Source: an optimization exercise on an open RTL-to-GDS flow (aim: a short achievable clock period and few clock cycles). Production flows keep margins and buffers that such runs may drop.
In this exercise RTL edits were held to simulation tests only and were not proved equivalent to the original.
Power figures rest on the tool's default switching activity, not on a simulated workload.

==> run K <==
## Full
module Full(input clk, input reset,
	output mem_req, output mem_we, output[15:0] mem_addr, output[15:0] mem_wdata,
	input[15:0] mem_rdata, input mem_ready);
==> module Full, before the edit <==
module Full(input clk, input reset,
	output mem_req, output mem_we, output[15:0] mem_addr, output[15:0] mem_wdata,
	input[15:0] mem_rdata, input mem_ready);
	function [15:0] add16(input [15:0] a, input [15:0] b);
		reg [15:0] g, p, g1, p1, g2, p2, g3, p3, g4;
		integer k;
		begin
			g = a & b; p = a ^ b;
			for (k = 0; k < 16; k = k + 1) begin
				g1[k] = (k >= 1) ? g[k] | (p[k] & g[k-1]) : g[k];
				p1[k] = (k >= 1) ? p[k] & p[k-1] : p[k];
			end
			for (k = 0; k < 16; k = k + 1) begin
				g2[k] = (k >= 2) ? g1[k] | (p1[k] & g1[k-2]) : g1[k];
				p2[k] = (k >= 2) ? p1[k] & p1[k-2] : p1[k];
			end
			for (k = 0; k < 16; k = k + 1) begin
				g3[k] = (k >= 4) ? g2[k] | (p2[k] & g2[k-4]) : g2[k];
				p3[k] = (k >= 4) ? p2[k] & p2[k-4] : p2[k];
			end
			for (k = 0; k < 16; k = k + 1)
				g4[k] = (k >= 8) ? g3[k] | (p3[k] & g3[k-8]) : g3[k];
			add16 = p ^ {g4[14:0], 1'b0};
		end
	endfunction
	reg [15:0] R [0:7];
	reg        N, Z, P;
	reg [15:0] M;         
	reg [15:0] FA;        
	reg [15:0] A, B, S;   
	reg [2:0]  D;         
	reg        xADD, xAND, xNOT, xJSR, xLD, xST;
	reg        we;
	reg [15:0] cIR  [0:15];
	reg [15:0] cTGT [0:15];
	reg [11:0] cTag [0:15];
	reg [15:0] cV;
	reg        fill;      
	assign mem_addr  = M;
	assign mem_we    = we;
	assign mem_req   = 1'b1;
	assign mem_wdata = S;
	wire [15:0] sum  = add16(A, B);
	wire [15:0] band = A & B;
	wire [15:0] zv   = ~((A ^ B) ^ {A[14:0] | B[14:0], 1'b0});
	wire        xALU = xADD | xAND | xNOT;
	wire [15:0] res  = xLD ? mem_rdata : xADD ? sum : xAND ? band : ~A;
	wire        resZ = xLD ? (mem_rdata == 16'd0) : xADD ? (&zv) : xAND ? (band == 16'd0) : (&A);
	wire        wr   = xALU | xLD;
	wire        nN   = wr ? res[15] : N;
	wire        nZ   = wr ? resZ : Z;
	wire        nP   = wr ? ~res[15] & ~resZ : P;
	wire [15:0] R7n  = xJSR ? FA : R[7];
	function [15:0] rd(input [2:0] s);
		rd = (wr && D == s) ? res : (xJSR && s == 3'd7) ? FA : R[s];
	endfunction
	wire        fetch = ~(xLD | xST);
	wire [15:0] ins  = mem_rdata;
	wire [3:0]  op   = ins[15:12];
	wire [15:0] inc  = M + 16'd1;
	wire [15:0] off  = ins[14] ? {{5{ins[10]}}, ins[10:0]} : {{7{ins[8]}}, ins[8:0]};
	wire [15:0] tgt  = add16(inc, off);
	wire        iBR  = (op == 4'b0000);
	wire        iJSR = (op == 4'b0100);
	wire        iLD  = (op == 4'b0010);
	wire        iST  = (op == 4'b0011);
	wire        iRET = (op == 4'b1100);
	wire        take = iJSR | iLD | iST |
	                   (iBR & ((ins[11] & nN) | (ins[10] & nZ) | (ins[9] & nP)));
	wire [15:0] nM   = take ? tgt : iRET ? R7n : inc;
	wire [3:0]  ci   = FA[3:0];
	wire        hit  = cV[ci] & (cTag[ci] == FA[15:4]) & ~(xST & (M == FA));
	wire [15:0] cins = cIR[ci];
	wire [3:0]  cop  = cins[15:12];
	wire [15:0] cinc = FA + 16'd1;
	wire        cBR  = (cop == 4'b0000);
	wire        cJSR = (cop == 4'b0100);
	wire        cLD  = (cop == 4'b0010);
	wire        cST  = (cop == 4'b0011);
	wire        cRET = (cop == 4'b1100);
	wire        ctake = cJSR | cLD | cST |
	                    (cBR & ((cins[11] & nN) | (cins[10] & nZ) | (cins[9] & nP)));
	wire [15:0] cnM  = ctake ? cTGT[ci] : cRET ? R7n : cinc;
	wire [3:0]  si   = M[3:0];    
	integer i;
	always @(posedge clk) begin
		if (reset) begin
			for (i = 0; i < 8; i = i + 1) R[i] <= 16'd0;
			N <= 1'b0; Z <= 1'b0; P <= 1'b0;
			M <= 16'd0; FA <= 16'd0; A <= 16'd0; B <= 16'd0; S <= 16'd0; D <= 3'd0;
			xADD <= 1'b0; xAND <= 1'b0; xNOT <= 1'b0; xJSR <= 1'b0; xLD <= 1'b0; xST <= 1'b0;
			we <= 1'b0;
			cV <= 16'd0; fill <= 1'b0;
		end else if (mem_ready) begin
			if (wr) R[D] <= res;
			if (xJSR) R[7] <= FA;
			N <= nN; Z <= nZ; P <= nP;
			if (fetch) begin
				M    <= nM;
				FA   <= inc;
				A    <= rd(ins[8:6]);
				B    <= ins[5] ? {{11{ins[4]}}, ins[4:0]} : rd(ins[2:0]);
				S    <= rd(ins[11:9]);
				D    <= ins[11:9];
				xADD <= (op == 4'b0001);
				xAND <= (op == 4'b0101);
				xNOT <= (op == 4'b1001);
				xJSR <= iJSR;
				xLD  <= iLD;
				xST  <= iST;
				we   <= iST;
				fill <= 1'b0;
				if (fill) begin
					cIR[M[3:0]]  <= ins;
					cTGT[M[3:0]] <= tgt;
					cTag[M[3:0]] <= M[15:4];
					cV[M[3:0]]   <= 1'b1;
				end
			end else if (hit) begin
				M    <= cnM;
				FA   <= cinc;
				A    <= rd(cins[8:6]);
				B    <= cins[5] ? {{11{cins[4]}}, cins[4:0]} : rd(cins[2:0]);
				S    <= rd(cins[11:9]);
				D    <= cins[11:9];
				xADD <= (cop == 4'b0001);
				xAND <= (cop == 4'b0101);
				xNOT <= (cop == 4'b1001);
				xJSR <= cJSR;
				xLD  <= cLD;
				xST  <= cST;
				we   <= cST;
				fill <= 1'b0;
			end else begin
				M    <= FA;
				xADD <= 1'b0; xAND <= 1'b0; xNOT <= 1'b0; xJSR <= 1'b0; xLD <= 1'b0; xST <= 1'b0;
				we   <= 1'b0;
				fill <= 1'b1;
			end
			if (xST && cTag[si] == M[15:4]) cV[si] <= 1'b0;
		end
	end
endmodule
make LEC_CHECK=0 CAP_MARGIN=20 CORE_MARGIN=2 CORE_UTILIZATION=40 SETUP_SLACK_MARGIN=5 SLEW_MARGIN=20 TNS_END_PERCENT=100 finish   # period 7.5 ns
run.sh (not shown) runs the stock make flow with config.mk's settings and CLKGATE_MAP_FILE= SYNTH_SCRIPT=/design/flow/synth_recipe.tcl, a recipe that flattens the netlist after the stock synthesis.
==> run A: changes against run K <==
==> flow/design.v (replaced) <==
`timescale 1ns / 1ps
module Full(input clk, input reset,
	output mem_req, output mem_we, output[15:0] mem_addr, output[15:0] mem_wdata,
	input[15:0] mem_rdata, input mem_ready);
	function [15:0] pfx16(input [15:0] g, input [15:0] p);
		reg [15:0] g1, p1, g2, p2, g3, p3, g4;
		integer k;
		begin
			for (k = 0; k < 16; k = k + 1) begin
				g1[k] = (k >= 1) ? g[k] | (p[k] & g[k-1]) : g[k];
				p1[k] = (k >= 1) ? p[k] & p[k-1] : p[k];
			end
			for (k = 0; k < 16; k = k + 1) begin
				g2[k] = (k >= 2) ? g1[k] | (p1[k] & g1[k-2]) : g1[k];
				p2[k] = (k >= 2) ? p1[k] & p1[k-2] : p1[k];
			end
			for (k = 0; k < 16; k = k + 1) begin
				g3[k] = (k >= 4) ? g2[k] | (p2[k] & g2[k-4]) : g2[k];
				p3[k] = (k >= 4) ? p2[k] & p2[k-4] : p2[k];
			end
			for (k = 0; k < 16; k = k + 1)
				g4[k] = (k >= 8) ? g3[k] | (p3[k] & g3[k-8]) : g3[k];
			pfx16 = p ^ {g4[14:0], 1'b0};
		end
	endfunction
	function [15:0] inc16(input [15:0] x);
		integer k;
		begin
			inc16[0] = ~x[0];
			for (k = 1; k < 16; k = k + 1)
				inc16[k] = x[k] ^ (&(x | ~((16'd1 << k) - 16'd1)));
		end
	endfunction
	reg [15:0] R [0:7];
	reg        N, Z, P;
	reg [15:0] M;         
	reg [15:0] FA;        
	reg [15:0] A, B, Bn, S;   
	reg [2:0]  D;         
	reg        xADD, xAND, xNOT, xJSR, xLD, xST;
	reg        we;
	assign mem_addr  = M;
	assign mem_we    = we;
	assign mem_req   = 1'b1;
	assign mem_wdata = S;
	wire [15:0] band = A & ~Bn;
	wire [15:0] sum  = pfx16(band, A ^ B);
	wire [15:0] zv   = ~((A ^ B) ^ {A[14:0] | ~Bn[14:0], 1'b0});
	wire        xALU = xADD | xAND | xNOT;
	wire [15:0] res  = xLD ? mem_rdata : xADD ? sum : xAND ? band : ~A;
	wire        resZ = xLD ? (mem_rdata == 16'd0) : xADD ? (&zv) : xAND ? (band == 16'd0) : (&A);
	wire        wr   = xALU | xLD;
	wire        nN   = wr ? res[15] : N;
	wire        nZ   = wr ? resZ : Z;
	wire        nP   = wr ? ~res[15] & ~resZ : P;
	wire [15:0] R7n  = xJSR ? FA : R[7];
	function [15:0] rd(input [2:0] s);
		rd = (wr && D == s) ? res : (xJSR && s == 3'd7) ? FA : R[s];
	endfunction
	wire        fetch = ~(xLD | xST);
	wire [15:0] ins  = mem_rdata;
	wire [3:0]  op   = ins[15:12];
	wire [15:0] inc  = inc16(M);
	wire [15:0] off  = ins[14] ? {{5{ins[10]}}, ins[10:0]} : {{7{ins[8]}}, ins[8:0]};
	wire [15:0] tgt  = pfx16(inc & off, inc ^ off);
	wire        iBR  = (op == 4'b0000);
	wire        iJSR = (op == 4'b0100);
	wire        iLD  = (op == 4'b0010);
	wire        iST  = (op == 4'b0011);
	wire        iRET = (op == 4'b1100);
	wire        take = iJSR | iLD | iST |
	                   (iBR & ((ins[11] & nN) | (ins[10] & nZ) | (ins[9] & nP)));
	wire [15:0] nM   = take ? tgt : iRET ? R7n : inc;
	integer i;
	always @(posedge clk) begin
		if (reset) begin
			for (i = 0; i < 8; i = i + 1) R[i] <= 16'd0;
			N <= 1'b0; Z <= 1'b0; P <= 1'b0;
			M <= 16'd0; FA <= 16'd0; A <= 16'd0; B <= 16'd0; Bn <= 16'hffff; S <= 16'd0; D <= 3'd0;
			xADD <= 1'b0; xAND <= 1'b0; xNOT <= 1'b0; xJSR <= 1'b0; xLD <= 1'b0; xST <= 1'b0;
			we <= 1'b0;
		end else if (mem_ready) begin
			if (wr) R[D] <= res;
			if (xJSR) R[7] <= FA;
			N <= nN; Z <= nZ; P <= nP;
			if (fetch) begin
				M    <= nM;
				FA   <= inc;
				A    <= rd(ins[8:6]);
				B    <= ins[5] ? {{11{ins[4]}}, ins[4:0]} : rd(ins[2:0]);
				Bn   <= ~(ins[5] ? {{11{ins[4]}}, ins[4:0]} : rd(ins[2:0]));
				S    <= rd(ins[11:9]);
				D    <= ins[11:9];
				xADD <= (op == 4'b0001);
				xAND <= (op == 4'b0101);
				xNOT <= (op == 4'b1001);
				xJSR <= iJSR;
				xLD  <= iLD;
				xST  <= iST;
				we   <= iST;
			end else begin
				M    <= FA;
				xADD <= 1'b0; xAND <= 1'b0; xNOT <= 1'b0; xJSR <= 1'b0; xLD <= 1'b0; xST <= 1'b0;
				we   <= 1'b0;
			end
		end
	end
endmodule
==> run D: changes against run K <==
==> flow/design.v (replaced) <==
`timescale 1ns / 1ps
module Full(input clk, input reset,
	output mem_req, output mem_we, output[15:0] mem_addr, output[15:0] mem_wdata,
	input[15:0] mem_rdata, input mem_ready);
	reg [15:0] R [0:7];
	reg        N, Z, P;
	reg [15:0] IR;        
	reg [15:0] FA;        
	reg [15:0] TGT;       
	reg        xALU, xJSR, xLD, xST, xRET, xBRn, xBRz, xBRp;
	wire useT = xJSR | xLD | xST | (xBRn & N) | (xBRz & Z) | (xBRp & P);
	assign mem_addr  = useT ? TGT : xRET ? R[7] : FA;
	assign mem_we    = xST;
	assign mem_req   = 1'b1;
	assign mem_wdata = R[IR[11:9]];
	wire fetch = ~(xLD | xST);
	wire [15:0] ra = R[IR[8:6]];
	wire [15:0] rb = IR[5] ? {{11{IR[4]}}, IR[4:0]} : R[IR[2:0]];
	wire [15:0] alu = (IR[15:12] == 4'b0001) ? ra + rb :
	                  (IR[15:12] == 4'b0101) ? (ra & rb) : ~ra;
	wire [15:0] res = xLD ? mem_rdata : alu;
	wire        wr  = xALU | xLD;
	wire [15:0] ins  = mem_rdata;
	wire [3:0]  op   = ins[15:12];
	wire [15:0] nfa  = mem_addr + 16'd1;
	wire [15:0] off  = (op == 4'b0100) ? {{5{ins[10]}}, ins[10:0]} : {{7{ins[8]}}, ins[8:0]};
	wire [15:0] ntgt = nfa + off;
	integer i;
	always @(posedge clk) begin
		if (reset) begin
			for (i = 0; i < 8; i = i + 1) R[i] <= 16'd0;
			N <= 1'b0; Z <= 1'b0; P <= 1'b0;
			IR <= 16'd0; FA <= 16'd0; TGT <= 16'd0;
			xALU <= 1'b0; xJSR <= 1'b0; xLD <= 1'b0; xST <= 1'b0; xRET <= 1'b0;
			xBRn <= 1'b0; xBRz <= 1'b0; xBRp <= 1'b0;
		end else if (mem_ready) begin
			if (wr) begin
				R[IR[11:9]] <= res;
				N <= res[15];
				Z <= (res == 16'd0);
				P <= ~res[15] & (res != 16'd0);
			end
			if (xJSR) R[7] <= FA;
			if (fetch) begin
				IR   <= ins;
				FA   <= nfa;
				TGT  <= ntgt;
				xALU <= (op == 4'b0001) | (op == 4'b0101) | (op == 4'b1001);
				xJSR <= (op == 4'b0100);
				xLD  <= (op == 4'b0010);
				xST  <= (op == 4'b0011);
				xRET <= (op == 4'b1100);
				xBRn <= (op == 4'b0000) & ins[11];
				xBRz <= (op == 4'b0000) & ins[10];
				xBRp <= (op == 4'b0000) & ins[9];
			end else begin
				xALU <= 1'b0; xJSR <= 1'b0; xLD <= 1'b0; xST <= 1'b0; xRET <= 1'b0;
				xBRn <= 1'b0; xBRz <= 1'b0; xBRp <= 1'b0;
			end
		end
	end
endmodule
==> summary of the runs <==
- Of run D and run A, run A has the higher synthesized cell count (gap about 26%, measured against run A).
- Against run A, the fmax of run K is smaller by 14%.
- Combinational power: run K > run D > run A.
- Register-to-register slack: run A > run K > run D.
- Against run A, the sequential share of layout area of run D is higher by 2.1 points.
- First-iteration DRC count: run D < run A < run K.
- Area after synthesis, highest first: run K, run A, run D.
- Between run A and run D, the lower non-clock buffer count is in run D (gap 22).
- Setup slack, highest first: run A, run K, run D.
- In run K the global-route usage is higher than in run D, by 4.7 points.
- Sequential power: run D < run A < run K.
==> figures <==
quantity                                                           run K           run A           run D
Fraction of layout cells with a size suffix above 1               0.4479          0.4575          0.4861
Final-stage net count                                              4,362           1,902           1,510
Diode insertion count for antenna repair                               9               0               1
Fraction of power spent switching nets                            0.3018          0.3181          0.3297
Placeable core region                                         0.1241 mm2     0.03874 mm2     0.03131 mm2
HPWL after detailed placement                                   109.5 mm        36.43 mm        26.42 mm
End point of the critical path                                      M[1]            M[6]         TGT[11]
Instance count on the critical path                                   15              15              20
Via count                                                         41,160          15,890          11,610
Layout overhead on the synthesized area                           39.81%          50.73%          48.35%
Result of the run                                         finished clean  finished clean  finished clean
Min cycle time layout                                           3.769 ns        3.237 ns        4.112 ns
Post-synth design cell area                                  0.05020 mm2     0.01575 mm2     0.01261 mm2
Slew at the pin with the worst max-slew slack                   1.407 ns       0.8880 ns       0.7622 ns
PostCTS Resize Cnt                                                 1,014             645             308
CP arrival                                                       4.41 ns         3.72 ns         4.46 ns
Worst endpoint required time                                     8.14 ns         7.99 ns         7.85 ns
Part of the power in the clock network                             0.337           0.345           0.274
Flip-flop and latch count                                            949             236             196
Share of the final layout cell area in multi-input gates          0.3537          0.4931          0.4842
Routed met3 length                                              34.78 mm        7.905 mm        3.828 mm
Final clock period utilization by the worst path                  0.5025          0.4317          0.5482
Initial antenna violation count                                       10               0               1
Testbench counts of run K, summed over its fixed seeds: cycles 29,404.
Testbench counts of run A, summed over its fixed seeds: cycles 32,881.
Testbench counts of run D, summed over its fixed seeds: cycles 32,881.

-- static timing again, ports no longer ideal --
In the flow no input, the clock included, has a driving cell. The finished layouts below were timed again as built, in two steps.
Step 1: set_driving_cell puts a clkbuf_16 on clk and a buf_2 on each other input, an assumption about the parent block.
Step 2, shift: input delay + t, output delay - t, t = (earliest + latest rising clock arrival at the registers) / 2. This alone moves slack from input paths to output paths.
Three values: ideal, step 1, step 2; two values: the first two.
| run | t (ns) | setup WS [ns] | worst setup path at the end | worst register clock-pin slew, ns |
|---|---|---|---|---|
| run K | 0.821 | 3.731 / 3.731 / 3.054 | input to register | 0.07 / 0.07 |
| run A | 0.632 | 4.263 / 4.266 / 3.634 | input to register | 0.07 / 0.07 |
| run D | 0.486 | 3.388 / 3.373 / 3.097 | input to register | 0.08 / 0.08 |
After both steps setup and hold are still met in every run listed. The setup slack of run K, which loses most, moves by 0.000 ns with the drivers and by -0.677 ns with both steps.
